This is an optimization exercise on Yosys and OpenROAD, whose aim is small area and a short achievable clock period, not a production implementation. No run shown here included a check of the RTL's function; only the layout flow was run.

==> flow/design.v (outline; a module is shown in full before it is edited, if it fits) <==
// module mul_pipe: 99 lines
// module unpack: 11 lines
// module expcmp: 12 lines
// module pairsum: 10 lines
// module normpack: 27 lines
// module mul_lo: 580 lines
// module mul_hi: 1076 lines
module mul_pipe(clk, reset, X1, X2, X3, X4, Y1, Y2, Y3, Y4, ans);
  // ...
==> flow/flow/run.sh <==
#!/bin/bash
# Standard ORFS layout with one extra step between synthesis and floorplan:
# flow/polopt.py removes the inverters that Yosys' full-adder extraction leaves
# between adder cells (full adders are self-dual), without changing the logic
# function or any register. Everything else is the standard flow.
set -euo pipefail
R=orfs/results/${FLOW_PLATFORM}/mul_pipe/base
bash standard.sh synth > synth.log 2>&1
cp $R/1_2_yosys.v yosys_netlist.v
python3 flow/polopt.py yosys_netlist.v polopt_netlist.v > polopt.log 2>&1
cp polopt_netlist.v $R/1_2_yosys.v
touch $R/1_2_yosys.v
rm -f $R/1_synth.odb
bash standard.sh > layout.log 2>&1
==> flow/flow/polopt.py <==
#!/usr/bin/env python3
"""Inverter clean-up for a Yosys gate netlist (sky130hd).

Full adders are self-dual: FA(~a,~b,~c) = (~sum, ~cout). Yosys' full-adder
extraction leaves many inverters between adder cells. This pass chooses, for
every fa cell, whether it computes in true or complemented polarity, so that
as few inverted nets as possible are needed, then rewires every pin that was
fed from an inverter chain and rebuilds one inverter per net whose
complement is still needed. The logic function of the netlist is unchanged.

usage: polopt.py IN.v OUT.v
"""
import re
import sys
from collections import defaultdict

INV_RE = re.compile(r'^sky130_fd_sc_hd__(inv|clkinv)_\d+$')
A_INV = 3.7536
AREA = {'and2_1': 6.256, 'nand2_1': 3.7536, 'and3_1': 6.256, 'nand3_1': 5.0048,
        'or2_1': 6.256, 'nor2_1': 3.7536, 'xor2_1': 8.7584, 'xnor2_1': 8.7584}
SWAP = {'and2_1': ('nand2_1', 'X', 'Y'), 'nand2_1': ('and2_1', 'Y', 'X'),
        'and3_1': ('nand3_1', 'X', 'Y'), 'nand3_1': ('and3_1', 'Y', 'X'),
        'or2_1': ('nor2_1', 'X', 'Y'), 'nor2_1': ('or2_1', 'Y', 'X'),
        'xor2_1': ('xnor2_1', 'X', 'Y'), 'xnor2_1': ('xor2_1', 'Y', 'X')}
OUT_PINS = {'X', 'Y', 'Q', 'Q_N', 'SUM', 'COUT', 'HI', 'LO'}
CELL_RE = re.compile(r'^  (sky130_fd_sc_hd__\w+) (\\\S+ |\S+) \($')
PIN_RE = re.compile(r'^    \.(\w+)\((.*)\),?$')


def parse(path):
    lines = open(path).read().split('\n')
    head, cells, tail = [], [], []
    i = 0
    while i < len(lines) and not CELL_RE.match(lines[i]):
        head.append(lines[i])
        i += 1
    while i < len(lines):
        m = CELL_RE.match(lines[i])
        if not m:
            break
        typ, name = m.group(1), m.group(2)
        pins = []
        i += 1
        while lines[i] != '  );':
            pm = PIN_RE.match(lines[i])
            assert pm, lines[i]
            pins.append([pm.group(1), pm.group(2)])
            i += 1
        i += 1
        cells.append({'type': typ, 'name': name, 'pins': pins})
    tail = lines[i:]
    # anything else (assign statements) must not appear between cells
    assert all(not l.strip().startswith('sky130') for l in tail)
    return head, cells, tail


def main(inp, outp):
    head, cells, tail = parse(inp)
    for l in tail:
        assert 'assign' not in l, l
    driver = {}          # net -> (cell index, pin)
    for ci, c in enumerate(cells):
        for p, n in c['pins']:
            if p in OUT_PINS:
                driver[n] = (ci, p)
    is_inv = [bool(INV_RE.match(c['type'])) for c in cells]
    is_fa = [c['type'].startswith('sky130_fd_sc_hd__fa_') for c in cells]

    def base_of(net):
        par = 0
        seen = 0
        while net in driver and is_inv[driver[net][0]]:
            c = cells[driver[net][0]]
            net = dict(c['pins'])['A']
            par ^= 1
            seen += 1
            assert seen < 100
        return net, par

    # consumers: every input pin of every non-inverter cell, plus output ports
    # (ports are handled by keeping nets: a port net driven by an inverter keeps it)
    port_nets = set()
    for l in head:
        m = re.match(r'^  output (?:\[(\d+):(\d+)\] )?(\S+);$', l)
        if m:
            if m.group(1):
                for k in range(int(m.group(2)), int(m.group(1)) + 1):
                    port_nets.add(f"{m.group(3)}[{k}]")
            else:
                port_nets.add(m.group(3))

    cons = []            # (cell index, pin index, base net, parity)
    for ci, c in enumerate(cells):
        if is_inv[ci]:
            continue
        for pi, (p, n) in enumerate(c['pins']):
            if p in OUT_PINS or p == 'CLK':
                continue
            b, par = base_of(n)
            cons.append((ci, pi, b, par))

    # inverters that drive ports must stay as they are (port name is the net)
    keep_inv = set()
    for n in port_nets:
        if n in driver and is_inv[driver[n][0]]:
            # keep whole chain
            net = n
            while net in driver and is_inv[driver[net][0]]:
                keep_inv.add(driver[net][0])
                net = dict(cells[driver[net][0]]['pins'])['A']

    keep_bases = set()
    for ci in keep_inv:
        keep_bases.add(dict(cells[ci]['pins'])['A'])
    flip = [0] * len(cells)
    # per base net: list of (consumer cell, parity)
    by_base = defaultdict(list)
    for (ci, pi, b, par) in cons:
        by_base[b].append((ci, par))

    def drv_flip(b):
        d = driver.get(b)
        return flip[d[0]] if d and is_fa[d[0]] else 0

    def swappable(b):
        d = driver.get(b)
        return d is not None and cells[d[0]]['type'][17:] in SWAP and b not in port_nets \
            and b not in keep_bases

    def wants(b):
        f = drv_flip(b)
        return set(par ^ (flip[ci] if is_fa[ci] else 0) ^ f for (ci, par) in by_base[b])

    def need_inv(b):
        w = wants(b)
        if 1 not in w:
            return 0.0
        if swappable(b) and 0 not in w:
            t = cells[driver[b][0]]['type'][17:]
            return min(A_INV, AREA[SWAP[t][0]] - AREA[t])
        return A_INV

    def need_true(b):
        f = drv_flip(b)
        for (ci, par) in by_base[b]:
            want = par ^ (flip[ci] if is_fa[ci] else 0) ^ f
            if not want:
                return 1
        return 0

    # nets touching each fa
    fa_nets = {}
    for ci, c in enumerate(cells):
        if is_fa[ci]:
            s = set()
            for p, n in c['pins']:
                if p in OUT_PINS:
                    s.add(n)
                else:
                    s.add(base_of(n)[0])
            fa_nets[ci] = s

    def local_cost(ci):
        return sum(need_inv(b) for b in fa_nets[ci])

    before = sum(need_inv(b) for b in by_base)
    # exact parity propagation over fa->fa edges (BFS), then greedy clean-up
    adj = defaultdict(list)
    for (ci, pi, b, par) in cons:
        if is_fa[ci]:
            d = driver.get(b)
            if d and is_fa[d[0]]:
                adj[ci].append((d[0], par))
                adj[d[0]].append((ci, par))
    seen = set()
    for root in fa_nets:
        if root in seen:
            continue
        comp = [root]
        seen.add(root)
        flip[root] = 0
        q = [root]
        while q:
            u = q.pop()
            for v, e in adj[u]:
                if v not in seen:
                    seen.add(v)
                    flip[v] = flip[u] ^ e
                    comp.append(v)
                    q.append(v)
        # choose the better global polarity of the component
        nets = set()
        for u in comp:
            nets |= fa_nets[u]
        c0 = sum(need_inv(b) for b in nets)
        for u in comp:
            flip[u] ^= 1
        c1 = sum(need_inv(b) for b in nets)
        if c0 <= c1:
            for u in comp:
                flip[u] ^= 1
    improved = True
    rounds = 0
    while improved and rounds < 50:
        improved = False
        rounds += 1
        for ci in fa_nets:
            c0 = local_cost(ci)
            flip[ci] ^= 1
            c1 = local_cost(ci)
            if c1 < c0 - 1e-9:
                improved = True
            else:
                flip[ci] ^= 1
    after = sum(need_inv(b) for b in by_base)
    nflip = sum(flip)

    # rewire
    inv_net = {}
    new_cells = []
    k = 0

    def inv_of(b):
        nonlocal k
        if b not in inv_net:
            k += 1
            nn = f"\\polinv_{k} "
            inv_net[b] = nn
            new_cells.append({'type': 'sky130_fd_sc_hd__inv_1', 'name': f"\\polinv_c{k} ",
                              'pins': [['A', b], ['Y', nn]]})
        return inv_net[b]

    swapped = set()
    for b in list(by_base):
        if swappable(b) and wants(b) == {1} and need_inv(b) < A_INV:
            ci = driver[b][0]
            t = cells[ci]['type'][17:]
            nt, op, np_ = SWAP[t]
            cells[ci]['type'] = 'sky130_fd_sc_hd__' + nt
            for pp in cells[ci]['pins']:
                if pp[0] == op:
                    pp[0] = np_
            swapped.add(b)
    for (ci, pi, b, par) in cons:
        want = par ^ (flip[ci] if is_fa[ci] else 0) ^ drv_flip(b)
        if b in swapped:
            want ^= 1
        cells[ci]['pins'][pi][1] = inv_of(b) if want else b
    # a flipped fa computes complemented outputs: nets keep their names and now
    # carry the complement, which the rewiring above already accounts for.
    # Port nets driven by flipped fa outputs need the true value back.
    for ci in fa_nets:
        if flip[ci]:
            for p, n in cells[ci]['pins']:
                if p in OUT_PINS and n in port_nets:
                    raise SystemExit(f"flipped fa drives port {n}")
    # drop inverters no longer used (all except kept chains)
    out_cells = [c for ci, c in enumerate(cells) if not is_inv[ci] or ci in keep_inv]
    # inverters kept for ports read their chain input: if that base is a flipped fa
    # output, make it read the true value
    for ci in keep_inv:
        c = cells[ci]
        a = dict(c['pins'])['A']
        if not (a in driver and is_inv[driver[a][0]]):
            if drv_flip(a):
                raise SystemExit("port inverter fed by flipped fa")
    out_cells += new_cells
    declared = set()
    decl = []
    for nn in inv_net.values():
        decl.append(f"  wire {nn};")
    # strip the old endmodule region: head holds declarations, tail holds endmodule
    with open(outp, 'w') as f:
        f.write('\n'.join(head) + '\n')
        f.write('\n'.join(decl) + '\n')
        for c in out_cells:
            f.write(f"  {c['type']} {c['name']} (\n")
            f.write(',\n'.join(f"    .{p}({n})" for p, n in c['pins']) + '\n')
            f.write("  );\n")
        f.write('\n'.join(tail) + '\n')
    ninv_before = sum(is_inv)
    ninv_after = len(new_cells) + len(keep_inv)
    sys.stderr.write(f"polopt: fa {len(fa_nets)}, flipped {nflip}, polarity cost {before:.0f} -> {after:.0f} um2, "
                     f"inverter cells {ninv_before} -> {ninv_after}, swapped gates {len(swapped)}\n")


if __name__ == '__main__':
    main(sys.argv[1], sys.argv[2])
==> flow/standard.sh <==
#!/bin/bash
# synth_recipe.tcl (not shown) runs the flow's synth.tcl, then flattens the netlist and writes it again
# the make line also repeats each setting of config.mk as NAME=value (left out here)
make -C /OpenROAD-flow-scripts/flow DESIGN_CONFIG=/design/flow/config.mk WORK_HOME=/design/flow/orfs CLKGATE_MAP_FILE= SYNTH_SCRIPT=/design/flow/synth_recipe.tcl "${@:-finish}"
==> flow/config.mk <==
export PLATFORM = sky130hd
export DESIGN_NAME = mul_pipe
export DESIGN_NICKNAME = mul_pipe
export VERILOG_FILES = /design/flow/design.v
export SDC_FILE = /design/flow/constraint.sdc
export NUM_CORES = 4
export LEC_CHECK = 0
export CAP_MARGIN = 20
export CORE_MARGIN = 2
export CORE_UTILIZATION = 55
export PLACE_DENSITY = 0.7
export SETUP_SLACK_MARGIN = 3.5
export SLEW_MARGIN = 20
==> flow/constraint.sdc <==
create_clock -name core_clock -period 11.0 [get_ports {clk}]
set_input_delay 2.2000 -clock core_clock [delete_from_list [all_inputs] [get_ports {clk}]]
set_output_delay 2.2000 -clock core_clock [all_outputs]
set_load 0.01 [all_outputs]
==> flow_summary.yaml, run 1 <==
run_status:
  status: "complete, no violations"
timing:
  finalCritPeriodShare: 0.701
  fin_ws_ps: 3290
  max-slew-margin-rel: 0.275
  tns_ps: 0
  setup_violations: 0
  fin_skew_ps: 58.3
critical_path:
  worst_setup_path_start_kind: "flip-flop"
  r2r-end: "q3_s[47]$_DFF_P_"
  cp_num_buf_inv: 4
placement:
  placed_cell_area_mm2: 0.118
min_path:
  min-delay-start: "e3[6]$_DFF_P_"
final_layout:
  largestClassByArea: "multi-input gates"
  drive_gt1_frac: 0.134
  reg_top3: "mag4 (50), q3_b (50), q3_s (50)"
  area_delta_synth_final_pct: 12.4
  fillers: 16843
  seq_share: 0.116
  nFlopsAndLatches: 715
  clkbuf_count: 104
  antennaDiodeCount: 6
route:
  drt_wl_total_mm: 394
  wl_per_cell_um: 26.0
  wl_met2_mm: 175
  antenna_left: 0
grt:
  grt_pass1_wl_mm: 594
  groute.layer.met1.usage: 0.475
  globalRouteMet3Util: 0.108
  grt_max_degree: 79
clocking:
  cts_tree: "done"
  cts_resized: 598
  clk_latency_ps: 770
yosys:
  yosys_warnings: 2
  syn-cell-area_mm2: 0.113
floorplanning:
  die-area_mm2: 0.210
  die-height_um: 458
  row_count: 166
==> module mul_pipe, before the edit <==
module mul_pipe(clk, reset, X1, X2, X3, X4, Y1, Y2, Y3, Y4, ans);
	input clk, reset;
	input [31:0] X1, Y1, X2, Y2, X3, Y3, X4, Y4;
	output [31:0] ans;
	wire f32 = |X1[31:16];
	wire        s0_1, s0_2, s0_3, s0_4;
	wire [7:0]  e0_1, e0_2, e0_3, e0_4;
	wire [23:0] a0_1, a0_2, a0_3, a0_4, b0_1, b0_2, b0_3, b0_4;
	unpack u1(f32, X1, Y1, s0_1, e0_1, a0_1, b0_1);
	unpack u2(f32, X2, Y2, s0_2, e0_2, a0_2, b0_2);
	unpack u3(f32, X3, Y3, s0_3, e0_3, a0_3, b0_3);
	unpack u4(f32, X4, Y4, s0_4, e0_4, a0_4, b0_4);
	wire [32:0] l0_1;
	mul_lo ml1(a0_1, b0_1[8:0], l0_1);
	wire [32:0] l0_2;
	mul_lo ml2(a0_2, b0_2[8:0], l0_2);
	wire [32:0] l0_3;
	mul_lo ml3(a0_3, b0_3[8:0], l0_3);
	wire [32:0] l0_4;
	mul_lo ml4(a0_4, b0_4[8:0], l0_4);
	reg        s1_1, s1_2, s1_3, s1_4;
	reg [7:0]  e1_1, e1_2, e1_3, e1_4;
	reg [23:0] a1_1, a1_2, a1_3, a1_4;
	reg [14:0] b1_1, b1_2, b1_3, b1_4;
	reg [32:0] l1_1, l1_2, l1_3, l1_4;
	always @(posedge clk) begin
		s1_1 <= s0_1; s1_2 <= s0_2; s1_3 <= s0_3; s1_4 <= s0_4;
		e1_1 <= e0_1; e1_2 <= e0_2; e1_3 <= e0_3; e1_4 <= e0_4;
		a1_1 <= a0_1; a1_2 <= a0_2; a1_3 <= a0_3; a1_4 <= a0_4;
		b1_1 <= b0_1[23:9]; b1_2 <= b0_2[23:9]; b1_3 <= b0_3[23:9]; b1_4 <= b0_4[23:9];
		l1_1 <= l0_1; l1_2 <= l0_2; l1_3 <= l0_3; l1_4 <= l0_4;
	end
	wire [47:0] p1;
	mul_hi mh1(a1_1, b1_1, l1_1, p1);
	wire [47:0] p2;
	mul_hi mh2(a1_2, b1_2, l1_2, p2);
	wire [47:0] p3;
	mul_hi mh3(a1_3, b1_3, l1_3, p3);
	wire [47:0] p4;
	mul_hi mh4(a1_4, b1_4, l1_4, p4);
	wire       gt12, gt34, gtp;
	wire [5:0] sh12, sh34, shp;
	wire [7:0] m12, m34, mp;
	expcmp c12(e1_1, e1_2, gt12, sh12, m12);
	expcmp c34(e1_3, e1_4, gt34, sh34, m34);
	expcmp cp(m12, m34, gtp, shp, mp);
	wire gtb = gtp ? gt12 : gt34;
	wire gts = gtp ? gt34 : gt12;
	reg [47:0] p2_1, p2_2, p2_3, p2_4;
	reg        s2_1, s2_2, s2_3, s2_4;
	reg        gt2_p, gt2_b, gt2_s;
	reg [5:0]  sh2_b, sh2_s, sh2_p;
	reg [7:0]  e2;
	always @(posedge clk) begin
		p2_1 <= p1; p2_2 <= p2; p2_3 <= p3; p2_4 <= p4;
		s2_1 <= s1_1; s2_2 <= s1_2; s2_3 <= s1_3; s2_4 <= s1_4;
		gt2_p <= gtp; gt2_b <= gtb; gt2_s <= gts;
		sh2_b <= gtp ? sh12 : sh34;
		sh2_s <= gtp ? sh34 : sh12;
		sh2_p <= shp;
		e2 <= mp;
	end
	wire [47:0] pa = gt2_p ? (gt2_b ? p2_1 : p2_2) : (gt2_b ? p2_3 : p2_4);
	wire [47:0] pb = gt2_p ? (gt2_b ? p2_2 : p2_1) : (gt2_b ? p2_4 : p2_3);
	wire [47:0] pc = gt2_p ? (gt2_s ? p2_3 : p2_4) : (gt2_s ? p2_1 : p2_2);
	wire [47:0] pd = gt2_p ? (gt2_s ? p2_4 : p2_3) : (gt2_s ? p2_2 : p2_1);
	wire sa = gt2_p ? (gt2_b ? s2_1 : s2_2) : (gt2_b ? s2_3 : s2_4);
	wire sb = gt2_p ? (gt2_b ? s2_2 : s2_1) : (gt2_b ? s2_4 : s2_3);
	wire sc = gt2_p ? (gt2_s ? s2_3 : s2_4) : (gt2_s ? s2_1 : s2_2);
	wire sd = gt2_p ? (gt2_s ? s2_4 : s2_3) : (gt2_s ? s2_2 : s2_1);
	wire [49:0] qb, qs;
	pairsum psb(sh2_b, sa, sb, pa, pb, qb);
	pairsum pss(sh2_s, sc, sd, pc, pd, qs);
	reg [49:0] q3_b, q3_s;
	reg [5:0]  sh3;
	reg [7:0]  e3;
	always @(posedge clk) begin
		q3_b <= qb; q3_s <= qs;
		sh3 <= sh2_p; e3 <= e2;
	end
	wire signed [49:0] qs_sh = $signed(q3_s) >>> sh3;
	wire [50:0] x = {q3_b[49], q3_b};
	wire [50:0] y = {qs_sh[49], qs_sh};
	wire [50:0] tot = x + y;
	wire [50:0] totm1 = x + y + {51{1'b1}};
	wire        sgn = tot[50];
	wire [49:0] mag = sgn ? ~totm1[49:0] : tot[49:0];
	reg        sgn4;
	reg [7:0]  e4;
	reg [49:0] mag4;
	always @(posedge clk or posedge reset) begin
		if (reset) begin
			sgn4 <= 1'b0; e4 <= 8'd0; mag4 <= 50'd0;
		end else begin
			sgn4 <= sgn; e4 <= e3; mag4 <= mag;
		end
	end
	normpack np(sgn4, e4, mag4, ans);
endmodule
==> module pairsum, before the edit <==
module pairsum(sh, sbig, ssml, big, sml, q);
	input [5:0] sh;
	input sbig, ssml;
	input [47:0] big, sml;
	output [49:0] q;
	wire [47:0] sml_sh = sml >> sh;
	wire [49:0] x = {2'b0, big} ^ {50{sbig}};
	wire [49:0] y = {2'b0, sml_sh} ^ {50{ssml}};
	assign q = x + y + {48'd0, sbig & ssml, sbig ^ ssml};
endmodule
==> module normpack, before the edit <==
module normpack(sgn, e, mag, ans);
	input sgn;
	input [7:0] e;
	input [49:0] mag;
	output [31:0] ans;
	reg [5:0] lzc;
	integer i;
	always @(*) begin
		lzc = 6'd50;
		for (i = 0; i < 50; i = i + 1)
			if (mag[i]) lzc = 6'd49 - i;
	end
	wire [49:0] norm = mag << lzc;
	wire [48:0] bl = norm[48:0];	 
	wire zero = ~|mag;
	wire flag = |mag[49:24];
	wire [7:0] eo = zero ? e + 8'd30 : flag ? e + 8'd3 - {2'b0, lzc} : e + 8'd29 - {2'b0, lzc};
	wire f2 = flag & (|bl[48:26]);
	wire [22:0] m23i = bl[48:26] + 23'd1;
	wire r23 = bl[25] & (bl[24] | (|bl[23:2]) | bl[26]);
	wire [22:0] m23 = r23 ? m23i : bl[48:26];
	wire [20:0] w = flag ? bl[22:2] : bl[48:28];
	wire [9:0] m10i = w[20:11] + 10'd1;
	wire r10 = w[10] & (w[9] | (|w[8:0]) | w[11]);
	wire [9:0] m10 = r10 ? m10i : w[20:11];
	assign ans = f2 ? {sgn, eo, m23} : {16'b0, sgn, eo[4:0], m10};
endmodule
==> run 2: changes to the inputs <==
--- a/flow/design.v
+++ b/flow/design.v
@@ -39,67 +39,61 @@
 	wire [47:0] p4;
 	mul_hi mh4(a1_4, b1_4, l1_4, p4);
 	wire       gt12, gt34, gtp;
 	wire [5:0] sh12, sh34, shp;
 	wire [7:0] m12, m34, mp;
 	expcmp c12(e1_1, e1_2, gt12, sh12, m12);
 	expcmp c34(e1_3, e1_4, gt34, sh34, m34);
 	expcmp cp(m12, m34, gtp, shp, mp);
-	wire gtb = gtp ? gt12 : gt34;
-	wire gts = gtp ? gt34 : gt12;
 	reg [47:0] p2_1, p2_2, p2_3, p2_4;
 	reg        s2_1, s2_2, s2_3, s2_4;
-	reg        gt2_p, gt2_b, gt2_s;
-	reg [5:0]  sh2_b, sh2_s, sh2_p;
+	reg        gt2_12, gt2_34, gt2_p;
+	reg [5:0]  sh2_12, sh2_34, sh2_p;
 	reg [7:0]  e2;
 	always @(posedge clk) begin
 		p2_1 <= p1; p2_2 <= p2; p2_3 <= p3; p2_4 <= p4;
 		s2_1 <= s1_1; s2_2 <= s1_2; s2_3 <= s1_3; s2_4 <= s1_4;
-		gt2_p <= gtp; gt2_b <= gtb; gt2_s <= gts;
-		sh2_b <= gtp ? sh12 : sh34;
-		sh2_s <= gtp ? sh34 : sh12;
-		sh2_p <= shp;
+		gt2_12 <= gt12; gt2_34 <= gt34; gt2_p <= gtp;
+		sh2_12 <= sh12; sh2_34 <= sh34; sh2_p <= shp;
 		e2 <= mp;
 	end
-	wire [47:0] pa = gt2_p ? (gt2_b ? p2_1 : p2_2) : (gt2_b ? p2_3 : p2_4);
-	wire [47:0] pb = gt2_p ? (gt2_b ? p2_2 : p2_1) : (gt2_b ? p2_4 : p2_3);
-	wire [47:0] pc = gt2_p ? (gt2_s ? p2_3 : p2_4) : (gt2_s ? p2_1 : p2_2);
-	wire [47:0] pd = gt2_p ? (gt2_s ? p2_4 : p2_3) : (gt2_s ? p2_2 : p2_1);
-	wire sa = gt2_p ? (gt2_b ? s2_1 : s2_2) : (gt2_b ? s2_3 : s2_4);
-	wire sb = gt2_p ? (gt2_b ? s2_2 : s2_1) : (gt2_b ? s2_4 : s2_3);
-	wire sc = gt2_p ? (gt2_s ? s2_3 : s2_4) : (gt2_s ? s2_1 : s2_2);
-	wire sd = gt2_p ? (gt2_s ? s2_4 : s2_3) : (gt2_s ? s2_2 : s2_1);
-	wire [49:0] qb, qs;
-	pairsum psb(sh2_b, sa, sb, pa, pb, qb);
-	pairsum pss(sh2_s, sc, sd, pc, pd, qs);
-	reg [49:0] q3_b, q3_s;
+	wire [49:0] q12, q34;
+	pairsum ps12(gt2_12, sh2_12, s2_1, s2_2, p2_1, p2_2, q12);
+	pairsum ps34(gt2_34, sh2_34, s2_3, s2_4, p2_3, p2_4, q34);
+	reg [49:0] q3_12, q3_34;
+	reg        gt3;
 	reg [5:0]  sh3;
 	reg [7:0]  e3;
 	always @(posedge clk) begin
-		q3_b <= qb; q3_s <= qs;
-		sh3 <= sh2_p; e3 <= e2;
+		q3_12 <= q12; q3_34 <= q34;
+		gt3 <= gt2_p; sh3 <= sh2_p; e3 <= e2;
 	end
-	wire signed [49:0] qs_sh = $signed(q3_s) >>> sh3;
-	wire [50:0] x = {q3_b[49], q3_b};
-	wire [50:0] y = {qs_sh[49], qs_sh};
-	wire [50:0] tot = x + y;
-	wire [50:0] totm1 = x + y + {51{1'b1}};
+	wire signed [49:0] big   = gt3 ? q3_12 : q3_34;
+	wire signed [49:0] sml = gt3 ? q3_34 : q3_12;
+	wire signed [49:0] sml_sh = sml >>> sh3;
+	wire [50:0] x = {big[49], big};
+	wire [50:0] y = {sml_sh[49], sml_sh};
+	wire [50:0] tot, totm1;
+	add_sk51 at(x, y, tot);
+	add_sk51 am(~(x ^ y), {x[49:0] | y[49:0], 1'b0}, totm1);
 	wire        sgn = tot[50];
 	wire [49:0] mag = sgn ? ~totm1[49:0] : tot[49:0];
 	reg        sgn4;
 	reg [7:0]  e4;
 	reg [49:0] mag4;
 	always @(posedge clk or posedge reset) begin
 		if (reset) begin
-			sgn4 <= 1'b0; e4 <= 8'd0; mag4 <= 50'd0;
+			sgn4 <= 1'b0; e4 <= 8'd0;
 		end else begin
-			sgn4 <= sgn; e4 <= e3; mag4 <= mag;
+			sgn4 <= sgn; e4 <= e3;
 		end
 	end
+	always @(posedge clk)
+		mag4 <= mag;
 	normpack np(sgn4, e4, mag4, ans);
 endmodule
 module unpack(f32, X, Y, s, e, a, b);
 	input f32;
 	input [31:0] X, Y;
 	output s;
 	output [7:0] e;
 	output [23:0] a, b;
@@ -115,25 +109,30 @@
 	output [7:0] m;
 	wire [8:0] dxy = {1'b0, x} - {1'b0, y};
 	wire [7:0] dyx = y - x;
 	assign gt = ~dxy[8] & (|dxy[7:0]);
 	wire [7:0] d = gt ? dxy[7:0] : dyx;
 	assign sh = (|d[7:6]) ? 6'd63 : d[5:0];
 	assign m = gt ? x : y;
 endmodule
-module pairsum(sh, sbig, ssml, big, sml, q);
+module pairsum(gt, sh, sa, sb, pa, pb, q);
+	input gt;
 	input [5:0] sh;
-	input sbig, ssml;
-	input [47:0] big, sml;
+	input sa, sb;
+	input [47:0] pa, pb;
 	output [49:0] q;
+	wire [47:0] big   = gt ? pa : pb;
+	wire [47:0] sml = gt ? pb : pa;
+	wire sbig   = gt ? sa : sb;
+	wire ssmall = gt ? sb : sa;
 	wire [47:0] sml_sh = sml >> sh;
 	wire [49:0] x = {2'b0, big} ^ {50{sbig}};
-	wire [49:0] y = {2'b0, sml_sh} ^ {50{ssml}};
-	assign q = x + y + {48'd0, sbig & ssml, sbig ^ ssml};
+	wire [49:0] y = {2'b0, sml_sh} ^ {50{ssmall}};
+	assign q = x + y + {48'd0, sbig & ssmall, sbig ^ ssmall};
 endmodule
 module normpack(sgn, e, mag, ans);
 	input sgn;
 	input [7:0] e;
 	input [49:0] mag;
 	output [31:0] ans;
 	reg [5:0] lzc;
 	integer i;
@@ -143,23 +142,19 @@
 			if (mag[i]) lzc = 6'd49 - i;
 	end
 	wire [49:0] norm = mag << lzc;
 	wire [48:0] bl = norm[48:0];	 
 	wire zero = ~|mag;
 	wire flag = |mag[49:24];
 	wire [7:0] eo = zero ? e + 8'd30 : flag ? e + 8'd3 - {2'b0, lzc} : e + 8'd29 - {2'b0, lzc};
 	wire f2 = flag & (|bl[48:26]);
-	wire [22:0] m23i = bl[48:26] + 23'd1;
-	wire r23 = bl[25] & (bl[24] | (|bl[23:2]) | bl[26]);
-	wire [22:0] m23 = r23 ? m23i : bl[48:26];
+	wire [22:0] m23 = bl[48:26] + (bl[25] & (bl[24] | (|bl[23:2]) | bl[26]));
 	wire [20:0] w = flag ? bl[22:2] : bl[48:28];
-	wire [9:0] m10i = w[20:11] + 10'd1;
-	wire r10 = w[10] & (w[9] | (|w[8:0]) | w[11]);
-	wire [9:0] m10 = r10 ? m10i : w[20:11];
+	wire [9:0] m10 = w[20:11] + (w[10] & (w[9] | (|w[8:0]) | w[11]));
 	assign ans = f2 ? {sgn, eo, m23} : {16'b0, sgn, eo[4:0], m10};
 endmodule
 module mul_lo(a, b, p);
 	input [23:0] a;
 	input [8:0] b;
 	output [32:0] p;
 	wire pp0_0, pp0_1, pp0_2, pp0_3, pp0_4, pp0_5, pp0_6, pp0_7, pp0_8, pp1_0, pp1_1, pp1_2, pp1_3, pp1_4, pp1_5, pp1_6;
 	wire pp1_7, pp1_8, pp2_0, pp2_1, pp2_2, pp2_3, pp2_4, pp2_5, pp2_6, pp2_7, pp2_8, pp3_0, pp3_1, pp3_2, pp3_3, pp3_4;
@@ -730,17 +725,17 @@
 	assign t317 = pp21_8 ^ pp22_7 ^ pp23_6;
 	assign t318 = (pp21_8 & pp22_7) | (pp21_8 & pp23_6) | (pp22_7 & pp23_6);
 	assign t319 = t312 ^ t317 ^ t314;
 	assign t320 = (t312 & t317) | (t312 & t314) | (t317 & t314);
 	assign t321 = pp22_8 ^ pp23_7 ^ t318;
 	assign t322 = (pp22_8 & pp23_7) | (pp22_8 & t318) | (pp23_7 & t318);
 	wire [32:0] r0 = {1'b0, pp23_8, t321, t319, t310, t309, t292, t280, t277, t252, t238, t224, t210, t196, t182, t168, t154, t140, t126, t112, t98, t84, t83, t54, t53, t39, t27, t17, t11, t3, pp2_0, pp0_1, pp0_0};
 	wire [32:0] r1 = {1'b0, t322, t320, t316, t315, t302, t301, t291, t279, t265, t251, t237, t223, t209, t195, t181, t167, t153, t139, t125, t111, t97, t70, t69, t55, t41, t29, t19, t9, t5, t1, pp1_0, 1'b0};
-	assign p = r0 + r1;
+	add_sk33 fa(r0, r1, p);
 endmodule
 module mul_hi(a, b, l, p);
 	input [23:0] a;
 	input [14:0] b;
 	input [32:0] l;
 	output [47:0] p;
 	wire pp0_0, pp0_1, pp0_2, pp0_3, pp0_4, pp0_5, pp0_6, pp0_7, pp0_8, pp0_9, pp0_10, pp0_11, pp0_12, pp0_13, pp0_14, pp1_0;
 	wire pp1_1, pp1_2, pp1_3, pp1_4, pp1_5, pp1_6, pp1_7, pp1_8, pp1_9, pp1_10, pp1_11, pp1_12, pp1_13, pp1_14, pp2_0, pp2_1;
@@ -1806,10 +1801,721 @@
 	assign t639 = pp21_14 ^ pp22_13 ^ pp23_12;
 	assign t640 = (pp21_14 & pp22_13) | (pp21_14 & pp23_12) | (pp22_13 & pp23_12);
 	assign t641 = t634 ^ t639 ^ t636;
 	assign t642 = (t634 & t639) | (t634 & t636) | (t639 & t636);
 	assign t643 = pp22_14 ^ pp23_13 ^ t640;
 	assign t644 = (pp22_14 & pp23_13) | (pp22_14 & t640) | (pp23_13 & t640);
 	wire [47:0] r0 = {1'b0, pp23_14, t643, t641, t637, t631, t614, t602, t588, t587, t554, t534, t512, t488, t462, t434, t406, t378, t350, t322, t294, t266, t238, t210, t182, t156, t132, t110, t107, t72, t69, t53, t39, t27, t17, t11, t3, pp1_0, l[9], l[8], l[7], l[6], l[5], l[4], l[3], l[2], l[1], l[0]};
 	wire [47:0] r1 = {1'b0, t644, t642, t638, t632, t624, t623, t613, t601, t572, t571, t553, t533, t511, t487, t461, t433, t405, t377, t349, t321, t293, t265, t237, t209, t181, t155, t131, t109, t89, t71, t55, t41, t29, t19, t9, t5, t1, pp0_0, 1'b0, 1'b0, 1'b0, 1'b0, 1'b0, 1'b0, 1'b0, 1'b0, 1'b0};
-	assign p = r0 + r1;
+	add_sk48 fa(r0, r1, p);
+endmodule
+module add_sk33(a, b, s);
+	input [32:0] a, b;
+	output [32:0] s;
+	wire [32:0] p = a ^ b;
+	wire [32:0] g0 = a & b;
+	wire G1 = g0[1] | (p[1] & g0[0]);
+	wire P1 = p[1] & p[0];
+	wire G2 = g0[3] | (p[3] & g0[2]);
+	wire P2 = p[3] & p[2];
+	wire G3 = g0[5] | (p[5] & g0[4]);
+	wire P3 = p[5] & p[4];
+	wire G4 = g0[7] | (p[7] & g0[6]);
+	wire P4 = p[7] & p[6];
+	wire G5 = g0[9] | (p[9] & g0[8]);
+	wire P5 = p[9] & p[8];
+	wire G6 = g0[11] | (p[11] & g0[10]);
+	wire P6 = p[11] & p[10];
+	wire G7 = g0[13] | (p[13] & g0[12]);
+	wire P7 = p[13] & p[12];
+	wire G8 = g0[15] | (p[15] & g0[14]);
+	wire P8 = p[15] & p[14];
+	wire G9 = g0[17] | (p[17] & g0[16]);
+	wire P9 = p[17] & p[16];
+	wire G10 = g0[19] | (p[19] & g0[18]);
+	wire P10 = p[19] & p[18];
+	wire G11 = g0[21] | (p[21] & g0[20]);
+	wire P11 = p[21] & p[20];
+	wire G12 = g0[23] | (p[23] & g0[22]);
+	wire P12 = p[23] & p[22];
+	wire G13 = g0[25] | (p[25] & g0[24]);
+	wire P13 = p[25] & p[24];
+	wire G14 = g0[27] | (p[27] & g0[26]);
+	wire P14 = p[27] & p[26];
+	wire G15 = g0[29] | (p[29] & g0[28]);
+	wire P15 = p[29] & p[28];
+	wire G16 = g0[31] | (p[31] & g0[30]);
+	wire P16 = p[31] & p[30];
+	wire G17 = g0[2] | (p[2] & G1);
+	wire P17 = p[2] & P1;
+	wire G18 = G2 | (P2 & G1);
+	wire P18 = P2 & P1;
+	wire G19 = g0[6] | (p[6] & G3);
+	wire P19 = p[6] & P3;
+	wire G20 = G4 | (P4 & G3);
+	wire P20 = P4 & P3;
+	wire G21 = g0[10] | (p[10] & G5);
+	wire P21 = p[10] & P5;
+	wire G22 = G6 | (P6 & G5);
+	wire P22 = P6 & P5;
+	wire G23 = g0[14] | (p[14] & G7);
+	wire P23 = p[14] & P7;
+	wire G24 = G8 | (P8 & G7);
+	wire P24 = P8 & P7;
+	wire G25 = g0[18] | (p[18] & G9);
+	wire P25 = p[18] & P9;
+	wire G26 = G10 | (P10 & G9);
+	wire P26 = P10 & P9;
+	wire G27 = g0[22] | (p[22] & G11);
+	wire P27 = p[22] & P11;
+	wire G28 = G12 | (P12 & G11);
+	wire P28 = P12 & P11;
+	wire G29 = g0[26] | (p[26] & G13);
+	wire P29 = p[26] & P13;
+	wire G30 = G14 | (P14 & G13);
+	wire P30 = P14 & P13;
+	wire G31 = g0[30] | (p[30] & G15);
+	wire P31 = p[30] & P15;
+	wire G32 = G16 | (P16 & G15);
+	wire P32 = P16 & P15;
+	wire G33 = g0[4] | (p[4] & G18);
+	wire P33 = p[4] & P18;
+	wire G34 = G3 | (P3 & G18);
+	wire P34 = P3 & P18;
+	wire G35 = G19 | (P19 & G18);
+	wire P35 = P19 & P18;
+	wire G36 = G20 | (P20 & G18);
+	wire P36 = P20 & P18;
+	wire G37 = g0[12] | (p[12] & G22);
+	wire P37 = p[12] & P22;
+	wire G38 = G7 | (P7 & G22);
+	wire P38 = P7 & P22;
+	wire G39 = G23 | (P23 & G22);
+	wire P39 = P23 & P22;
+	wire G40 = G24 | (P24 & G22);
+	wire P40 = P24 & P22;
+	wire G41 = g0[20] | (p[20] & G26);
+	wire P41 = p[20] & P26;
+	wire G42 = G11 | (P11 & G26);
+	wire P42 = P11 & P26;
+	wire G43 = G27 | (P27 & G26);
+	wire P43 = P27 & P26;
+	wire G44 = G28 | (P28 & G26);
+	wire P44 = P28 & P26;
+	wire G45 = g0[28] | (p[28] & G30);
+	wire P45 = p[28] & P30;
+	wire G46 = G15 | (P15 & G30);
+	wire P46 = P15 & P30;
+	wire G47 = G31 | (P31 & G30);
+	wire P47 = P31 & P30;
+	wire G48 = G32 | (P32 & G30);
+	wire P48 = P32 & P30;
+	wire G49 = g0[8] | (p[8] & G36);
+	wire P49 = p[8] & P36;
+	wire G50 = G5 | (P5 & G36);
+	wire P50 = P5 & P36;
+	wire G51 = G21 | (P21 & G36);
+	wire P51 = P21 & P36;
+	wire G52 = G22 | (P22 & G36);
+	wire P52 = P22 & P36;
+	wire G53 = G37 | (P37 & G36);
+	wire P53 = P37 & P36;
+	wire G54 = G38 | (P38 & G36);
+	wire P54 = P38 & P36;
+	wire G55 = G39 | (P39 & G36);
+	wire P55 = P39 & P36;
+	wire G56 = G40 | (P40 & G36);
+	wire P56 = P40 & P36;
+	wire G57 = g0[24] | (p[24] & G44);
+	wire P57 = p[24] & P44;
+	wire G58 = G13 | (P13 & G44);
+	wire P58 = P13 & P44;
+	wire G59 = G29 | (P29 & G44);
+	wire P59 = P29 & P44;
+	wire G60 = G30 | (P30 & G44);
+	wire P60 = P30 & P44;
+	wire G61 = G45 | (P45 & G44);
+	wire P61 = P45 & P44;
+	wire G62 = G46 | (P46 & G44);
+	wire P62 = P46 & P44;
+	wire G63 = G47 | (P47 & G44);
+	wire P63 = P47 & P44;
+	wire G64 = G48 | (P48 & G44);
+	wire P64 = P48 & P44;
+	wire G65 = g0[16] | (p[16] & G56);
+	wire P65 = p[16] & P56;
+	wire G66 = G9 | (P9 & G56);
+	wire P66 = P9 & P56;
+	wire G67 = G25 | (P25 & G56);
+	wire P67 = P25 & P56;
+	wire G68 = G26 | (P26 & G56);
+	wire P68 = P26 & P56;
+	wire G69 = G41 | (P41 & G56);
+	wire P69 = P41 & P56;
+	wire G70 = G42 | (P42 & G56);
+	wire P70 = P42 & P56;
+	wire G71 = G43 | (P43 & G56);
+	wire P71 = P43 & P56;
+	wire G72 = G44 | (P44 & G56);
+	wire P72 = P44 & P56;
+	wire G73 = G57 | (P57 & G56);
+	wire P73 = P57 & P56;
+	wire G74 = G58 | (P58 & G56);
+	wire P74 = P58 & P56;
+	wire G75 = G59 | (P59 & G56);
+	wire P75 = P59 & P56;
+	wire G76 = G60 | (P60 & G56);
+	wire P76 = P60 & P56;
+	wire G77 = G61 | (P61 & G56);
+	wire P77 = P61 & P56;
+	wire G78 = G62 | (P62 & G56);
+	wire P78 = P62 & P56;
+	wire G79 = G63 | (P63 & G56);
+	wire P79 = P63 & P56;
+	wire G80 = G64 | (P64 & G56);
+	wire P80 = P64 & P56;
+	wire G81 = g0[32] | (p[32] & G80);
+	wire P81 = p[32] & P80;
+	assign s = p ^ {G80, G79, G78, G77, G76, G75, G74, G73, G72, G71, G70, G69, G68, G67, G66, G65, G56, G55, G54, G53, G52, G51, G50, G49, G36, G35, G34, G33, G18, G17, G1, g0[0], 1'b0};
+endmodule
+module add_sk48(a, b, s);
+	input [47:0] a, b;
+	output [47:0] s;
+	wire [47:0] p = a ^ b;
+	wire [47:0] g0 = a & b;
+	wire G1 = g0[1] | (p[1] & g0[0]);
+	wire P1 = p[1] & p[0];
+	wire G2 = g0[3] | (p[3] & g0[2]);
+	wire P2 = p[3] & p[2];
+	wire G3 = g0[5] | (p[5] & g0[4]);
+	wire P3 = p[5] & p[4];
+	wire G4 = g0[7] | (p[7] & g0[6]);
+	wire P4 = p[7] & p[6];
+	wire G5 = g0[9] | (p[9] & g0[8]);
+	wire P5 = p[9] & p[8];
+	wire G6 = g0[11] | (p[11] & g0[10]);
+	wire P6 = p[11] & p[10];
+	wire G7 = g0[13] | (p[13] & g0[12]);
+	wire P7 = p[13] & p[12];
+	wire G8 = g0[15] | (p[15] & g0[14]);
+	wire P8 = p[15] & p[14];
+	wire G9 = g0[17] | (p[17] & g0[16]);
+	wire P9 = p[17] & p[16];
+	wire G10 = g0[19] | (p[19] & g0[18]);
+	wire P10 = p[19] & p[18];
+	wire G11 = g0[21] | (p[21] & g0[20]);
+	wire P11 = p[21] & p[20];
+	wire G12 = g0[23] | (p[23] & g0[22]);
+	wire P12 = p[23] & p[22];
+	wire G13 = g0[25] | (p[25] & g0[24]);
+	wire P13 = p[25] & p[24];
+	wire G14 = g0[27] | (p[27] & g0[26]);
+	wire P14 = p[27] & p[26];
+	wire G15 = g0[29] | (p[29] & g0[28]);
+	wire P15 = p[29] & p[28];
+	wire G16 = g0[31] | (p[31] & g0[30]);
+	wire P16 = p[31] & p[30];
+	wire G17 = g0[33] | (p[33] & g0[32]);
+	wire P17 = p[33] & p[32];
+	wire G18 = g0[35] | (p[35] & g0[34]);
+	wire P18 = p[35] & p[34];
+	wire G19 = g0[37] | (p[37] & g0[36]);
+	wire P19 = p[37] & p[36];
+	wire G20 = g0[39] | (p[39] & g0[38]);
+	wire P20 = p[39] & p[38];
+	wire G21 = g0[41] | (p[41] & g0[40]);
+	wire P21 = p[41] & p[40];
+	wire G22 = g0[43] | (p[43] & g0[42]);
+	wire P22 = p[43] & p[42];
+	wire G23 = g0[45] | (p[45] & g0[44]);
+	wire P23 = p[45] & p[44];
+	wire G24 = g0[47] | (p[47] & g0[46]);
+	wire P24 = p[47] & p[46];
+	wire G25 = g0[2] | (p[2] & G1);
+	wire P25 = p[2] & P1;
+	wire G26 = G2 | (P2 & G1);
+	wire P26 = P2 & P1;
+	wire G27 = g0[6] | (p[6] & G3);
+	wire P27 = p[6] & P3;
+	wire G28 = G4 | (P4 & G3);
+	wire P28 = P4 & P3;
+	wire G29 = g0[10] | (p[10] & G5);
+	wire P29 = p[10] & P5;
+	wire G30 = G6 | (P6 & G5);
+	wire P30 = P6 & P5;
+	wire G31 = g0[14] | (p[14] & G7);
+	wire P31 = p[14] & P7;
+	wire G32 = G8 | (P8 & G7);
+	wire P32 = P8 & P7;
+	wire G33 = g0[18] | (p[18] & G9);
+	wire P33 = p[18] & P9;
+	wire G34 = G10 | (P10 & G9);
+	wire P34 = P10 & P9;
+	wire G35 = g0[22] | (p[22] & G11);
+	wire P35 = p[22] & P11;
+	wire G36 = G12 | (P12 & G11);
+	wire P36 = P12 & P11;
+	wire G37 = g0[26] | (p[26] & G13);
+	wire P37 = p[26] & P13;
+	wire G38 = G14 | (P14 & G13);
+	wire P38 = P14 & P13;
+	wire G39 = g0[30] | (p[30] & G15);
+	wire P39 = p[30] & P15;
+	wire G40 = G16 | (P16 & G15);
+	wire P40 = P16 & P15;
+	wire G41 = g0[34] | (p[34] & G17);
+	wire P41 = p[34] & P17;
+	wire G42 = G18 | (P18 & G17);
+	wire P42 = P18 & P17;
+	wire G43 = g0[38] | (p[38] & G19);
+	wire P43 = p[38] & P19;
+	wire G44 = G20 | (P20 & G19);
+	wire P44 = P20 & P19;
+	wire G45 = g0[42] | (p[42] & G21);
+	wire P45 = p[42] & P21;
+	wire G46 = G22 | (P22 & G21);
+	wire P46 = P22 & P21;
+	wire G47 = g0[46] | (p[46] & G23);
+	wire P47 = p[46] & P23;
+	wire G48 = G24 | (P24 & G23);
+	wire P48 = P24 & P23;
+	wire G49 = g0[4] | (p[4] & G26);
+	wire P49 = p[4] & P26;
+	wire G50 = G3 | (P3 & G26);
+	wire P50 = P3 & P26;
+	wire G51 = G27 | (P27 & G26);
+	wire P51 = P27 & P26;
+	wire G52 = G28 | (P28 & G26);
+	wire P52 = P28 & P26;
+	wire G53 = g0[12] | (p[12] & G30);
+	wire P53 = p[12] & P30;
+	wire G54 = G7 | (P7 & G30);
+	wire P54 = P7 & P30;
+	wire G55 = G31 | (P31 & G30);
+	wire P55 = P31 & P30;
+	wire G56 = G32 | (P32 & G30);
+	wire P56 = P32 & P30;
+	wire G57 = g0[20] | (p[20] & G34);
+	wire P57 = p[20] & P34;
+	wire G58 = G11 | (P11 & G34);
+	wire P58 = P11 & P34;
+	wire G59 = G35 | (P35 & G34);
+	wire P59 = P35 & P34;
+	wire G60 = G36 | (P36 & G34);
+	wire P60 = P36 & P34;
+	wire G61 = g0[28] | (p[28] & G38);
+	wire P61 = p[28] & P38;
+	wire G62 = G15 | (P15 & G38);
+	wire P62 = P15 & P38;
+	wire G63 = G39 | (P39 & G38);
+	wire P63 = P39 & P38;
+	wire G64 = G40 | (P40 & G38);
+	wire P64 = P40 & P38;
+	wire G65 = g0[36] | (p[36] & G42);
+	wire P65 = p[36] & P42;
+	wire G66 = G19 | (P19 & G42);
+	wire P66 = P19 & P42;
+	wire G67 = G43 | (P43 & G42);
+	wire P67 = P43 & P42;
+	wire G68 = G44 | (P44 & G42);
+	wire P68 = P44 & P42;
+	wire G69 = g0[44] | (p[44] & G46);
+	wire P69 = p[44] & P46;
+	wire G70 = G23 | (P23 & G46);
+	wire P70 = P23 & P46;
+	wire G71 = G47 | (P47 & G46);
+	wire P71 = P47 & P46;
+	wire G72 = G48 | (P48 & G46);
+	wire P72 = P48 & P46;
+	wire G73 = g0[8] | (p[8] & G52);
+	wire P73 = p[8] & P52;
+	wire G74 = G5 | (P5 & G52);
+	wire P74 = P5 & P52;
+	wire G75 = G29 | (P29 & G52);
+	wire P75 = P29 & P52;
+	wire G76 = G30 | (P30 & G52);
+	wire P76 = P30 & P52;
+	wire G77 = G53 | (P53 & G52);
+	wire P77 = P53 & P52;
+	wire G78 = G54 | (P54 & G52);
+	wire P78 = P54 & P52;
+	wire G79 = G55 | (P55 & G52);
+	wire P79 = P55 & P52;
+	wire G80 = G56 | (P56 & G52);
+	wire P80 = P56 & P52;
+	wire G81 = g0[24] | (p[24] & G60);
+	wire P81 = p[24] & P60;
+	wire G82 = G13 | (P13 & G60);
+	wire P82 = P13 & P60;
+	wire G83 = G37 | (P37 & G60);
+	wire P83 = P37 & P60;
+	wire G84 = G38 | (P38 & G60);
+	wire P84 = P38 & P60;
+	wire G85 = G61 | (P61 & G60);
+	wire P85 = P61 & P60;
+	wire G86 = G62 | (P62 & G60);
+	wire P86 = P62 & P60;
+	wire G87 = G63 | (P63 & G60);
+	wire P87 = P63 & P60;
+	wire G88 = G64 | (P64 & G60);
+	wire P88 = P64 & P60;
+	wire G89 = g0[40] | (p[40] & G68);
+	wire P89 = p[40] & P68;
+	wire G90 = G21 | (P21 & G68);
+	wire P90 = P21 & P68;
+	wire G91 = G45 | (P45 & G68);
+	wire P91 = P45 & P68;
+	wire G92 = G46 | (P46 & G68);
+	wire P92 = P46 & P68;
+	wire G93 = G69 | (P69 & G68);
+	wire P93 = P69 & P68;
+	wire G94 = G70 | (P70 & G68);
+	wire P94 = P70 & P68;
+	wire G95 = G71 | (P71 & G68);
+	wire P95 = P71 & P68;
+	wire G96 = G72 | (P72 & G68);
+	wire P96 = P72 & P68;
+	wire G97 = g0[16] | (p[16] & G80);
+	wire P97 = p[16] & P80;
+	wire G98 = G9 | (P9 & G80);
+	wire P98 = P9 & P80;
+	wire G99 = G33 | (P33 & G80);
+	wire P99 = P33 & P80;
+	wire G100 = G34 | (P34 & G80);
+	wire P100 = P34 & P80;
+	wire G101 = G57 | (P57 & G80);
+	wire P101 = P57 & P80;
+	wire G102 = G58 | (P58 & G80);
+	wire P102 = P58 & P80;
+	wire G103 = G59 | (P59 & G80);
+	wire P103 = P59 & P80;
+	wire G104 = G60 | (P60 & G80);
+	wire P104 = P60 & P80;
+	wire G105 = G81 | (P81 & G80);
+	wire P105 = P81 & P80;
+	wire G106 = G82 | (P82 & G80);
+	wire P106 = P82 & P80;
+	wire G107 = G83 | (P83 & G80);
+	wire P107 = P83 & P80;
+	wire G108 = G84 | (P84 & G80);
+	wire P108 = P84 & P80;
+	wire G109 = G85 | (P85 & G80);
+	wire P109 = P85 & P80;
+	wire G110 = G86 | (P86 & G80);
+	wire P110 = P86 & P80;
+	wire G111 = G87 | (P87 & G80);
+	wire P111 = P87 & P80;
+	wire G112 = G88 | (P88 & G80);
+	wire P112 = P88 & P80;
+	wire G113 = g0[32] | (p[32] & G112);
+	wire P113 = p[32] & P112;
+	wire G114 = G17 | (P17 & G112);
+	wire P114 = P17 & P112;
+	wire G115 = G41 | (P41 & G112);
+	wire P115 = P41 & P112;
+	wire G116 = G42 | (P42 & G112);
+	wire P116 = P42 & P112;
+	wire G117 = G65 | (P65 & G112);
+	wire P117 = P65 & P112;
+	wire G118 = G66 | (P66 & G112);
+	wire P118 = P66 & P112;
+	wire G119 = G67 | (P67 & G112);
+	wire P119 = P67 & P112;
+	wire G120 = G68 | (P68 & G112);
+	wire P120 = P68 & P112;
+	wire G121 = G89 | (P89 & G112);
+	wire P121 = P89 & P112;
+	wire G122 = G90 | (P90 & G112);
+	wire P122 = P90 & P112;
+	wire G123 = G91 | (P91 & G112);
+	wire P123 = P91 & P112;
+	wire G124 = G92 | (P92 & G112);
+	wire P124 = P92 & P112;
+	wire G125 = G93 | (P93 & G112);
+	wire P125 = P93 & P112;
+	wire G126 = G94 | (P94 & G112);
+	wire P126 = P94 & P112;
+	wire G127 = G95 | (P95 & G112);
+	wire P127 = P95 & P112;
+	wire G128 = G96 | (P96 & G112);
+	wire P128 = P96 & P112;
+	assign s = p ^ {G127, G126, G125, G124, G123, G122, G121, G120, G119, G118, G117, G116, G115, G114, G113, G112, G111, G110, G109, G108, G107, G106, G105, G104, G103, G102, G101, G100, G99, G98, G97, G80, G79, G78, G77, G76, G75, G74, G73, G52, G51, G50, G49, G26, G25, G1, g0[0], 1'b0};
+endmodule
+module add_sk51(a, b, s);
+	input [50:0] a, b;
+	output [50:0] s;
+	wire [50:0] p = a ^ b;
+	wire [50:0] g0 = a & b;
+	wire G1 = g0[1] | (p[1] & g0[0]);
+	wire P1 = p[1] & p[0];
+	wire G2 = g0[3] | (p[3] & g0[2]);
+	wire P2 = p[3] & p[2];
+	wire G3 = g0[5] | (p[5] & g0[4]);
+	wire P3 = p[5] & p[4];
+	wire G4 = g0[7] | (p[7] & g0[6]);
+	wire P4 = p[7] & p[6];
+	wire G5 = g0[9] | (p[9] & g0[8]);
+	wire P5 = p[9] & p[8];
+	wire G6 = g0[11] | (p[11] & g0[10]);
+	wire P6 = p[11] & p[10];
+	wire G7 = g0[13] | (p[13] & g0[12]);
+	wire P7 = p[13] & p[12];
+	wire G8 = g0[15] | (p[15] & g0[14]);
+	wire P8 = p[15] & p[14];
+	wire G9 = g0[17] | (p[17] & g0[16]);
+	wire P9 = p[17] & p[16];
+	wire G10 = g0[19] | (p[19] & g0[18]);
+	wire P10 = p[19] & p[18];
+	wire G11 = g0[21] | (p[21] & g0[20]);
+	wire P11 = p[21] & p[20];
+	wire G12 = g0[23] | (p[23] & g0[22]);
+	wire P12 = p[23] & p[22];
+	wire G13 = g0[25] | (p[25] & g0[24]);
+	wire P13 = p[25] & p[24];
+	wire G14 = g0[27] | (p[27] & g0[26]);
+	wire P14 = p[27] & p[26];
+	wire G15 = g0[29] | (p[29] & g0[28]);
+	wire P15 = p[29] & p[28];
+	wire G16 = g0[31] | (p[31] & g0[30]);
+	wire P16 = p[31] & p[30];
+	wire G17 = g0[33] | (p[33] & g0[32]);
+	wire P17 = p[33] & p[32];
+	wire G18 = g0[35] | (p[35] & g0[34]);
+	wire P18 = p[35] & p[34];
+	wire G19 = g0[37] | (p[37] & g0[36]);
+	wire P19 = p[37] & p[36];
+	wire G20 = g0[39] | (p[39] & g0[38]);
+	wire P20 = p[39] & p[38];
+	wire G21 = g0[41] | (p[41] & g0[40]);
+	wire P21 = p[41] & p[40];
+	wire G22 = g0[43] | (p[43] & g0[42]);
+	wire P22 = p[43] & p[42];
+	wire G23 = g0[45] | (p[45] & g0[44]);
+	wire P23 = p[45] & p[44];
+	wire G24 = g0[47] | (p[47] & g0[46]);
+	wire P24 = p[47] & p[46];
+	wire G25 = g0[49] | (p[49] & g0[48]);
+	wire P25 = p[49] & p[48];
+	wire G26 = g0[2] | (p[2] & G1);
+	wire P26 = p[2] & P1;
+	wire G27 = G2 | (P2 & G1);
+	wire P27 = P2 & P1;
+	wire G28 = g0[6] | (p[6] & G3);
+	wire P28 = p[6] & P3;
+	wire G29 = G4 | (P4 & G3);
+	wire P29 = P4 & P3;
+	wire G30 = g0[10] | (p[10] & G5);
+	wire P30 = p[10] & P5;
+	wire G31 = G6 | (P6 & G5);
+	wire P31 = P6 & P5;
+	wire G32 = g0[14] | (p[14] & G7);
+	wire P32 = p[14] & P7;
+	wire G33 = G8 | (P8 & G7);
+	wire P33 = P8 & P7;
+	wire G34 = g0[18] | (p[18] & G9);
+	wire P34 = p[18] & P9;
+	wire G35 = G10 | (P10 & G9);
+	wire P35 = P10 & P9;
+	wire G36 = g0[22] | (p[22] & G11);
+	wire P36 = p[22] & P11;
+	wire G37 = G12 | (P12 & G11);
+	wire P37 = P12 & P11;
+	wire G38 = g0[26] | (p[26] & G13);
+	wire P38 = p[26] & P13;
+	wire G39 = G14 | (P14 & G13);
+	wire P39 = P14 & P13;
+	wire G40 = g0[30] | (p[30] & G15);
+	wire P40 = p[30] & P15;
+	wire G41 = G16 | (P16 & G15);
+	wire P41 = P16 & P15;
+	wire G42 = g0[34] | (p[34] & G17);
+	wire P42 = p[34] & P17;
+	wire G43 = G18 | (P18 & G17);
+	wire P43 = P18 & P17;
+	wire G44 = g0[38] | (p[38] & G19);
+	wire P44 = p[38] & P19;
+	wire G45 = G20 | (P20 & G19);
+	wire P45 = P20 & P19;
+	wire G46 = g0[42] | (p[42] & G21);
+	wire P46 = p[42] & P21;
+	wire G47 = G22 | (P22 & G21);
+	wire P47 = P22 & P21;
+	wire G48 = g0[46] | (p[46] & G23);
+	wire P48 = p[46] & P23;
+	wire G49 = G24 | (P24 & G23);
+	wire P49 = P24 & P23;
+	wire G50 = g0[50] | (p[50] & G25);
+	wire P50 = p[50] & P25;
+	wire G51 = g0[4] | (p[4] & G27);
+	wire P51 = p[4] & P27;
+	wire G52 = G3 | (P3 & G27);
+	wire P52 = P3 & P27;
+	wire G53 = G28 | (P28 & G27);
+	wire P53 = P28 & P27;
+	wire G54 = G29 | (P29 & G27);
+	wire P54 = P29 & P27;
+	wire G55 = g0[12] | (p[12] & G31);
+	wire P55 = p[12] & P31;
+	wire G56 = G7 | (P7 & G31);
+	wire P56 = P7 & P31;
+	wire G57 = G32 | (P32 & G31);
+	wire P57 = P32 & P31;
+	wire G58 = G33 | (P33 & G31);
+	wire P58 = P33 & P31;
+	wire G59 = g0[20] | (p[20] & G35);
+	wire P59 = p[20] & P35;
+	wire G60 = G11 | (P11 & G35);
+	wire P60 = P11 & P35;
+	wire G61 = G36 | (P36 & G35);
+	wire P61 = P36 & P35;
+	wire G62 = G37 | (P37 & G35);
+	wire P62 = P37 & P35;
+	wire G63 = g0[28] | (p[28] & G39);
+	wire P63 = p[28] & P39;
+	wire G64 = G15 | (P15 & G39);
+	wire P64 = P15 & P39;
+	wire G65 = G40 | (P40 & G39);
+	wire P65 = P40 & P39;
+	wire G66 = G41 | (P41 & G39);
+	wire P66 = P41 & P39;
+	wire G67 = g0[36] | (p[36] & G43);
+	wire P67 = p[36] & P43;
+	wire G68 = G19 | (P19 & G43);
+	wire P68 = P19 & P43;
+	wire G69 = G44 | (P44 & G43);
+	wire P69 = P44 & P43;
+	wire G70 = G45 | (P45 & G43);
+	wire P70 = P45 & P43;
+	wire G71 = g0[44] | (p[44] & G47);
+	wire P71 = p[44] & P47;
+	wire G72 = G23 | (P23 & G47);
+	wire P72 = P23 & P47;
+	wire G73 = G48 | (P48 & G47);
+	wire P73 = P48 & P47;
+	wire G74 = G49 | (P49 & G47);
+	wire P74 = P49 & P47;
+	wire G75 = g0[8] | (p[8] & G54);
+	wire P75 = p[8] & P54;
+	wire G76 = G5 | (P5 & G54);
+	wire P76 = P5 & P54;
+	wire G77 = G30 | (P30 & G54);
+	wire P77 = P30 & P54;
+	wire G78 = G31 | (P31 & G54);
+	wire P78 = P31 & P54;
+	wire G79 = G55 | (P55 & G54);
+	wire P79 = P55 & P54;
+	wire G80 = G56 | (P56 & G54);
+	wire P80 = P56 & P54;
+	wire G81 = G57 | (P57 & G54);
+	wire P81 = P57 & P54;
+	wire G82 = G58 | (P58 & G54);
+	wire P82 = P58 & P54;
+	wire G83 = g0[24] | (p[24] & G62);
+	wire P83 = p[24] & P62;
+	wire G84 = G13 | (P13 & G62);
+	wire P84 = P13 & P62;
+	wire G85 = G38 | (P38 & G62);
+	wire P85 = P38 & P62;
+	wire G86 = G39 | (P39 & G62);
+	wire P86 = P39 & P62;
+	wire G87 = G63 | (P63 & G62);
+	wire P87 = P63 & P62;
+	wire G88 = G64 | (P64 & G62);
+	wire P88 = P64 & P62;
+	wire G89 = G65 | (P65 & G62);
+	wire P89 = P65 & P62;
+	wire G90 = G66 | (P66 & G62);
+	wire P90 = P66 & P62;
+	wire G91 = g0[40] | (p[40] & G70);
+	wire P91 = p[40] & P70;
+	wire G92 = G21 | (P21 & G70);
+	wire P92 = P21 & P70;
+	wire G93 = G46 | (P46 & G70);
+	wire P93 = P46 & P70;
+	wire G94 = G47 | (P47 & G70);
+	wire P94 = P47 & P70;
+	wire G95 = G71 | (P71 & G70);
+	wire P95 = P71 & P70;
+	wire G96 = G72 | (P72 & G70);
+	wire P96 = P72 & P70;
+	wire G97 = G73 | (P73 & G70);
+	wire P97 = P73 & P70;
+	wire G98 = G74 | (P74 & G70);
+	wire P98 = P74 & P70;
+	wire G99 = g0[16] | (p[16] & G82);
+	wire P99 = p[16] & P82;
+	wire G100 = G9 | (P9 & G82);
+	wire P100 = P9 & P82;
+	wire G101 = G34 | (P34 & G82);
+	wire P101 = P34 & P82;
+	wire G102 = G35 | (P35 & G82);
+	wire P102 = P35 & P82;
+	wire G103 = G59 | (P59 & G82);
+	wire P103 = P59 & P82;
+	wire G104 = G60 | (P60 & G82);
+	wire P104 = P60 & P82;
+	wire G105 = G61 | (P61 & G82);
+	wire P105 = P61 & P82;
+	wire G106 = G62 | (P62 & G82);
+	wire P106 = P62 & P82;
+	wire G107 = G83 | (P83 & G82);
+	wire P107 = P83 & P82;
+	wire G108 = G84 | (P84 & G82);
+	wire P108 = P84 & P82;
+	wire G109 = G85 | (P85 & G82);
+	wire P109 = P85 & P82;
+	wire G110 = G86 | (P86 & G82);
+	wire P110 = P86 & P82;
+	wire G111 = G87 | (P87 & G82);
+	wire P111 = P87 & P82;
+	wire G112 = G88 | (P88 & G82);
+	wire P112 = P88 & P82;
+	wire G113 = G89 | (P89 & G82);
+	wire P113 = P89 & P82;
+	wire G114 = G90 | (P90 & G82);
+	wire P114 = P90 & P82;
+	wire G115 = g0[48] | (p[48] & G98);
+	wire P115 = p[48] & P98;
+	wire G116 = G25 | (P25 & G98);
+	wire P116 = P25 & P98;
+	wire G117 = G50 | (P50 & G98);
+	wire P117 = P50 & P98;
+	wire G118 = g0[32] | (p[32] & G114);
+	wire P118 = p[32] & P114;
+	wire G119 = G17 | (P17 & G114);
+	wire P119 = P17 & P114;
+	wire G120 = G42 | (P42 & G114);
+	wire P120 = P42 & P114;
+	wire G121 = G43 | (P43 & G114);
+	wire P121 = P43 & P114;
+	wire G122 = G67 | (P67 & G114);
+	wire P122 = P67 & P114;
+	wire G123 = G68 | (P68 & G114);
+	wire P123 = P68 & P114;
+	wire G124 = G69 | (P69 & G114);
+	wire P124 = P69 & P114;
+	wire G125 = G70 | (P70 & G114);
+	wire P125 = P70 & P114;
+	wire G126 = G91 | (P91 & G114);
+	wire P126 = P91 & P114;
+	wire G127 = G92 | (P92 & G114);
+	wire P127 = P92 & P114;
+	wire G128 = G93 | (P93 & G114);
+	wire P128 = P93 & P114;
+	wire G129 = G94 | (P94 & G114);
+	wire P129 = P94 & P114;
+	wire G130 = G95 | (P95 & G114);
+	wire P130 = P95 & P114;
+	wire G131 = G96 | (P96 & G114);
+	wire P131 = P96 & P114;
+	wire G132 = G97 | (P97 & G114);
+	wire P132 = P97 & P114;
+	wire G133 = G98 | (P98 & G114);
+	wire P133 = P98 & P114;
+	wire G134 = G115 | (P115 & G114);
+	wire P134 = P115 & P114;
+	wire G135 = G116 | (P116 & G114);
+	wire P135 = P116 & P114;
+	wire G136 = G117 | (P117 & G114);
+	wire P136 = P117 & P114;
+	assign s = p ^ {G135, G134, G133, G132, G131, G130, G129, G128, G127, G126, G125, G124, G123, G122, G121, G120, G119, G118, G114, G113, G112, G111, G110, G109, G108, G107, G106, G105, G104, G103, G102, G101, G100, G99, G82, G81, G80, G79, G78, G77, G76, G75, G54, G53, G52, G51, G27, G26, G1, g0[0], 1'b0};
 endmodule
==> flow/config.mk (replaced) <==
export PLATFORM = sky130hd
export DESIGN_NAME = mul_pipe
export DESIGN_NICKNAME = mul_pipe
export VERILOG_FILES = /design/flow/design.v
export SDC_FILE = /design/flow/constraint.sdc
export NUM_CORES = 4
export LEC_CHECK = 0
export CAP_MARGIN = 20
export CORE_MARGIN = 2
export CORE_UTILIZATION = 55
export PLACE_DENSITY = 0.7
export SETUP_SLACK_MARGIN = 3.7
export SLEW_MARGIN = 20
==> run 2 against run 1 <==
Still clean. Maximum frequency up 1.3%. Critical path depth up 1. Via count down 4.1%. Synthesized cell count down 2.4%. Synthesized area down 1.8%. Critical path type unchanged. Largest cell class unchanged. Highest routed layer unchanged.
==> flow_summary.yaml, run 2 <==
clocking:
  clock-root-buffer: "clkbuf_16"
  cts_buffer_depth: 3
  h-tree-depth: 3
  cts_inserted_buffers: 87
  path_clk_slew_ps: 60
  clkSinkCount: 716
  clk_latency_ps: 750
  cts_tree: "done"
route:
  wl_per_cell_um: 25.2
  drc: 0
  antenna_left: 0
  drt_iter0_drc: 9237
  drtPass1Iterations: 9
  drt_wl_total_mm: 376
  vias: 92521
  vias_per_cell: 6.19
floorplanning:
  io_pins: 290
  core_area_mm2: 0.202
  row_count: 165
  die-area_mm2: 0.206
  die-height_um: 454
  die_w_um: 454
  initial_core_util: 0.552
grt:
  grt_max_degree: 92
  gr-total-overflow: 0
  grt_pass1_vias: 95586
  groute.layer.met1.usage: 0.471
  antenna_found_initial: 23
  grt_busiest_layer: "met2"
  grt_use_met2: 0.549
  grt_usage: 0.358
  grt_pass1_wl_mm: 565
  globalRouteMet3Util: 0.108
final_layout:
  fin_nets: 15191
  stdcell_count: 14939
  reg_top3: "mag4 (50), q3_12 (50), q3_34 (50)"
  fillers: 16232
  final_common_cell: "nand2_1"
  area_delta_synth_final_pct: 13.9
  drive_gt1_frac: 0.133
critical_path:
  cp.required_ps: 8800
  cp_max_fo: 10
  critPathKind: "reg2out"
  worstPathArrival_ps: 5410
  worst_setup_path_start_kind: "flip-flop"
  endpoint_kind: "output pin"
timing:
  min_period_ps: 7610
  worstMarginPinSlew_ps: 1210
  rsz0062_at_grt: "true"
  max-slew-margin-rel: 0.194
  setup_violations: 0
  fin_skew_ps: 67.8
  hold_violations: 0
  fin_hold_ws_ps: 324
  tns_ps: 0
  max_freq_ghz: 0.131
  finalCritPeriodShare: 0.692
yosys:
  syn-cell-area_mm2: 0.111
  synth_area_per_cell_um2: 9.32
  yosys_warnings: 2
  syn_inst: 11960
  syn_nets: 14973
job:
  maxCapViolations: 0
run_status:
  status: "complete, no violations"
placement:
  place_hpwl_mm: 284
  placedCellCount: 14434
  gp_congestion: 1.04
  numPortBuffers: 289
min_path:
  worstHoldPathType: "reg2reg"
[run 2: final timing paths]
path                                 startpoint                 to  slack (ps)  cells past startpoint
setup reg to reg           sh2_34[0]$_SDFF_PP1_  q3_34[45]$_DFF_P_        3900                     27
hold reg to reg                   gt2_p$_DFF_P_        gt3$_DFF_P_         320                      0
hold / removal                    gt2_p$_DFF_P_        gt3$_DFF_P_         320                      0
setup / recovery                mag4[6]$_DFF_P_             ans[9]        3390                     19
min in group asynchronous                 reset    e4[4]$_DFF_PP0_        1800                      2
max in group asynchronous                 reset    e4[0]$_DFF_PP0_        8930                      2
[run 2: per-layer routing]
layer  share of wire  vias to the layer above
met5         0.00057                        -
met4           0.051                       14
met3            0.12                     1200
met2            0.44                     5580
met1            0.38                    45938
li1                -                    39789
[run 2: layout make-up]
cell class | count | area, um^2 | area share
Clock inverter | 56 | 683 | 0.00538
Inverter | 960 | 3650 | 0.0287
Multi-Input combinational cell | 9626 | 93600 | 0.738
Tap cell | 2672 | 3340 | 0.0263
Sequential cell | 716 | 14600 | 0.115
Timing Repair Buffer | 783 | 8580 | 0.0676
Clock buffer | 107 | 2340 | 0.0185
Timing Repair inverter | 4 | 27.5 | 0.000217
Antenna cell | 15 | 37.5 | 0.000296
[run 2: repair_timing]
| action | CTS | global route |
|---|---|---|
| pin swaps | 130 | 179 |
| setup buffers | 167 | 115 |
| endpoints found under the setup margin | 181 | 148 |
| gates resized for setup | 770 | 546 |
| endpoints found under the hold margin | 0 | 0 |
| gates cloned | 24 | 21 |
[run 2: metrics by stage]
stage                     area (um^2)   util  setup WS, ps
final                          127000  0.629          3390
after global routing           127000  0.629          3220
after CTS                      124000  0.612          3550
after detailed placement       117000  0.579          1410
after global placement         117000  0.579          1440
after floorplan                112000      -          3270
[run 2: worst max-delay path, stage by stage, from the launching register on]
cell	delay, ps
dfxtp_4	350
or4_4	560
o211a_1	270
o21ai_4	240
buf_4	160
buf_6	180
a21oi_1	110
a21oi_2	220
mux2i_1	140
mux2i_2	370
nor2_1	160
a31oi_4	280
o2111ai_4	190
nor4_4	170
nand4_1	230
o21ai_2	280
buf_6	190
buf_6	120
mux2i_2	230
buf_4	200

[port drivers added, routing unchanged]
No port has a modelled driver above. Below, the same layouts with a new extraction and two added sets of constraints. Step 1 assumes that a clkbuf_16 drives the clock port and a buf_2 every other input. Step 2, shift: input delay + t, output delay - t, t = (earliest + latest rising clock arrival at the registers) / 2. This alone moves slack from input paths to output paths. Slacks: no drivers / after step 1 / after step 2; pairs: no drivers / after step 1.
run	t, ns	setup slack, ns	hold WS [ns]	worst setup path at the end	worst data-port slew with drivers (ns)
run 1	0.836	3.285 / 3.191 / 2.838	0.275 / 0.275 / 0.275	input to register	0.13
run 2	0.840	3.385 / 3.283 / 2.639	0.324 / 0.324 / 0.324	input to register	0.15
After both steps every run listed still meets setup and hold. The setup slack of run 2, which loses most, moves by -0.102 ns with the drivers and by -0.746 ns with both steps.
